What follows belongs to an exercise in optimizing a design on an open flow for small area; a production flow would make more cautious choices. The RTL was checked by simulation tests, not by an equivalence proof against the original design.

==> inputs of 11-03 <==
Design Too_Much_Cake, start of the top module:
module Too_Much_Cake(clk, rst, tick, up, down, left, right, VGA_R, VGA_G, VGA_B, hsync, vsync, blank_n, difficulty, o1,o2,o3,o4,o5,o6,o7);
input clk, rst;
input tick;
input difficulty;
input up, down, left, right;
output hsync, vsync, blank_n;
output o1,o2,o3,o4,o5,o6,o7;
output [7:0] VGA_R, VGA_G, VGA_B;
wire update = tick;
wire [9:0] xLength;
wire [9:0] yLength;
wire ScreenArea;
VGA_Controller VGA(clk, rst, xLength, yLength, ScreenArea, hsync, vsync, blank_n);
wire Guy;
Guy Guy1(clk, rst, up, down, left, right, update, xLength, yLength, Guy);
wire [4:0] apple;
wire apple_shown;
Apple app(clk, xLength, yLength, apple, apple_shown);
wire truck;
Truck tru(clk, xLength, yLength, truck);
wire lane_hit, lane_hard_only;
Easy Cakes(clk, rst, update, xLength, yLength, lane_hit, lane_hard_only);
reg cake;
always @(posedge clk)
	cake <= lane_hit && (difficulty || !lane_hard_only);
reg border;
always @(posedge clk)
	border <= (xLength < 15) || (xLength >= 630 && xLength < 641) || (yLength < 15) || (yLength >= 465 && yLength < 481);
wire game_over;
wire win;
wire [3:0] score;
collision WL(clk, rst, Guy, cake, border, apple, win, game_over, score);
Lab_4_1 Lab4(score[3],score[2],score[1],score[0],o1,o2,o3,o4,o5,o6,o7);
wire game_over_text, win_text, level_num1_text, level_num2_text;
text txt(clk, xLength, yLength, game_over_text, win_text, level_num1_text, level_num2_text);
reg R, G, B;
wire edge_ = border && !(difficulty ? level_num2_text : level_num1_text);
always @(posedge clk)
	begin
		if (game_over)
			begin
				R <= game_over_text;
				G <= 1'b0;
				B <= 1'b0;
			end
		else if (win)
			begin
				R <= 1'b0;
				G <= win_text;
				B <= 1'b0;
			end
		else
			begin
				R <= edge_ || apple_shown || Guy || cake;
				G <= edge_ || cake || truck;
				B <= edge_ || Guy;
			end
	end
reg r_q, g_q, b_q;
always @(posedge clk)
	begin
		r_q <= R;
		g_q <= G;
		b_q <= B;
	end
assign VGA_R = {8{r_q}};
assign VGA_G = {8{g_q}};
assign VGA_B = {8{b_q}};
endmodule
Settings: LEC_CHECK=0, CAP_MARGIN=20, CORE_MARGIN=2, CORE_UTILIZATION=50, CTS_BUF_LIST=sky130_fd_sc_hd__clkbuf_8 sky130_fd_sc_hd__clkbuf_16, CTS_CLUSTER_DIAMETER=120, CTS_CLUSTER_SIZE=30, GPL_TIMING_DRIVEN=0, SLEW_MARGIN=20; clock period 10.0 ns.
run.sh (not shown) runs the stock make flow with config.mk's settings and CLKGATE_MAP_FILE= SYNTH_SCRIPT=/design/flow/synth_recipe.tcl, a recipe that flattens the netlist after the stock synthesis.
==> inputs of 04-15, as changes to 11-03 <==
==> flow/config.mk (replaced) <==
export PLATFORM = sky130hd
export DESIGN_NAME = Too_Much_Cake
export DESIGN_NICKNAME = Too_Much_Cake
export VERILOG_FILES = /design/flow/design.v
export SDC_FILE = /design/flow/constraint.sdc
export NUM_CORES = 4
export LEC_CHECK = 0
export CAP_MARGIN = 20
export CORE_MARGIN = 2
export CORE_UTILIZATION = 50
export CTS_BUF_LIST = sky130_fd_sc_hd__clkbuf_4 sky130_fd_sc_hd__clkbuf_8
export GPL_TIMING_DRIVEN = 1
export SLEW_MARGIN = 20
==> inputs of 12-10, as changes to 11-03 <==
--- a/flow/config.mk
+++ b/flow/config.mk
@@ -8,8 +8,6 @@
 export CAP_MARGIN = 20
 export CORE_MARGIN = 2
 export CORE_UTILIZATION = 50
-export CTS_BUF_LIST = sky130_fd_sc_hd__clkbuf_8 sky130_fd_sc_hd__clkbuf_16
-export CTS_CLUSTER_DIAMETER = 120
-export CTS_CLUSTER_SIZE = 30
+export CTS_BUF_LIST = sky130_fd_sc_hd__clkbuf_4 sky130_fd_sc_hd__clkbuf_8
 export GPL_TIMING_DRIVEN = 0
 export SLEW_MARGIN = 20
==> inputs of 07-07, as changes to 11-03 <==
==> flow/config.mk (replaced) <==
export PLATFORM = sky130hd
export DESIGN_NAME = Too_Much_Cake
export DESIGN_NICKNAME = Too_Much_Cake
export VERILOG_FILES = /design/flow/design.v
export SDC_FILE = /design/flow/constraint.sdc
export NUM_CORES = 4
export LEC_CHECK = 0
export CAP_MARGIN = 10
export CORE_MARGIN = 2
export CORE_UTILIZATION = 50
export CTS_BUF_LIST = sky130_fd_sc_hd__clkbuf_4 sky130_fd_sc_hd__clkbuf_8
export GPL_TIMING_DRIVEN = 1
export SLEW_MARGIN = 10
==> flow_metrics.env <==
export IMPL_route_met2_wl_mm=32.7
export IMPL_num_fill_cells=3322
export IMPL_dp_cells=2964
export IMPL_antennaDiodeCount=0
export IMPL_ff2ff_path_depth=28
export IMPL_postLayoutCoreUtil_pct=55.6
export IMPL_n_all_buffers=178
export IMPL_p_leak_nw=7.90
export IMPL_syn_to_final_growth_pct=9.68
export IMPL_outcome="complete, no violations"
export IMPL_swShare_pct=38.2
export IMPL_dp_hpwl_mm=58.4
export IMPL_switchingPower_w=0.000775
export IMPL_power_frac_clock_pct=32.6
That was 11-03.
==> flow_metrics.env <==
export IMPL_outcome="complete, no violations"
export IMPL_switchingPower_w=0.000730
export IMPL_syn_to_final_growth_pct=6.09
export IMPL_cp_data_required_time_ns=10.44
export IMPL_grt_total_usage_pct=37.0
export IMPL_route_met2_wl_mm=30.1
export IMPL_power_frac_clock_pct=25.4
export IMPL_min_period_ns=7.81
export IMPL_p_leak_nw=7.68
export IMPL_grtUsageMet2_pct=58.6
export IMPL_n_all_buffers=84
export IMPL_dp_cells=2871
export IMPL_num_fill_cells=3419
export IMPL_timing_slew_headroom_pct=18.9
export IMPL_dp_hpwl_mm=52.0
export IMPL_swShare_pct=40.5
export IMPL_layout_commonest_cell="nor2_1"
That was 04-15.
==> flow_metrics.env <==
export IMPL_antennaDiodeCount=1
export IMPL_switchingPower_w=0.000749
export IMPL_ys_warn_count=8
export IMPL_power_frac_clock_pct=26.4
export IMPL_dp_hpwl_mm=58.4
export IMPL_grtUsageMet3_pct=8.41
export IMPL_syn_to_final_growth_pct=8.61
export IMPL_outcome="complete, no violations"
export IMPL_num_fill_cells=3343
export IMPL_postLayoutCoreUtil_pct=55.1
export IMPL_n_all_buffers=179
export IMPL_swShare_pct=40.4
export IMPL_fin_skew_ns=0.0329
export IMPL_dp_cells=2964
export IMPL_ff2ff_path_depth=28
export IMPL_layout_setup_ws_ns=1.83
That was 12-10.
==> flow_metrics.env <==
export IMPL_antennaDiodeCount=0
export IMPL_route_met2_wl_mm=30.1
export IMPL_ff2ff_path_depth=26
export IMPL_swShare_pct=40.5
export IMPL_num_fill_cells=3419
export IMPL_postLayoutCoreUtil_pct=53.8
export IMPL_dp_hpwl_mm=52.0
export IMPL_p_leak_nw=7.68
export IMPL_outcome="complete, no violations"
export IMPL_dp_cells=2871
That was 07-07.

[re-timing with driven ports]
How much do the figures lean on ideal ports? The routed layouts below were timed once more, with nothing changed but the port constraints. Step 1: set_driving_cell puts a clkbuf_16 on clk and a buf_2 on each other input, an assumption about the parent block. Step 2 also shifts input and output timing later by t, the mid clock arrival at the registers, as if the neighbouring blocks saw the same clock. a / b / c = ideal ports / drivers / drivers and shift; a / b = the first two.
run | t (ns) | setup slack, ns | worst register clock-pin slew, ns | worst data-port slew with drivers (ns) | cell pins on the clock port's net
11-03 | 0.504 | 1.860 / 1.860 / 1.860 | 0.08 / 0.08 | 0.04 | 1
04-15 | 0.544 | 2.192 / 2.192 / 2.192 | 0.10 / 0.10 | 0.04 | 1
12-10 | 0.534 | 1.832 / 1.832 / 1.832 | 0.12 / 0.12 | 0.04 | 1
07-07 | 0.544 | 2.192 / 2.192 / 2.192 | 0.10 / 0.10 | 0.04 | 1
After both steps every run listed still meets setup and hold.
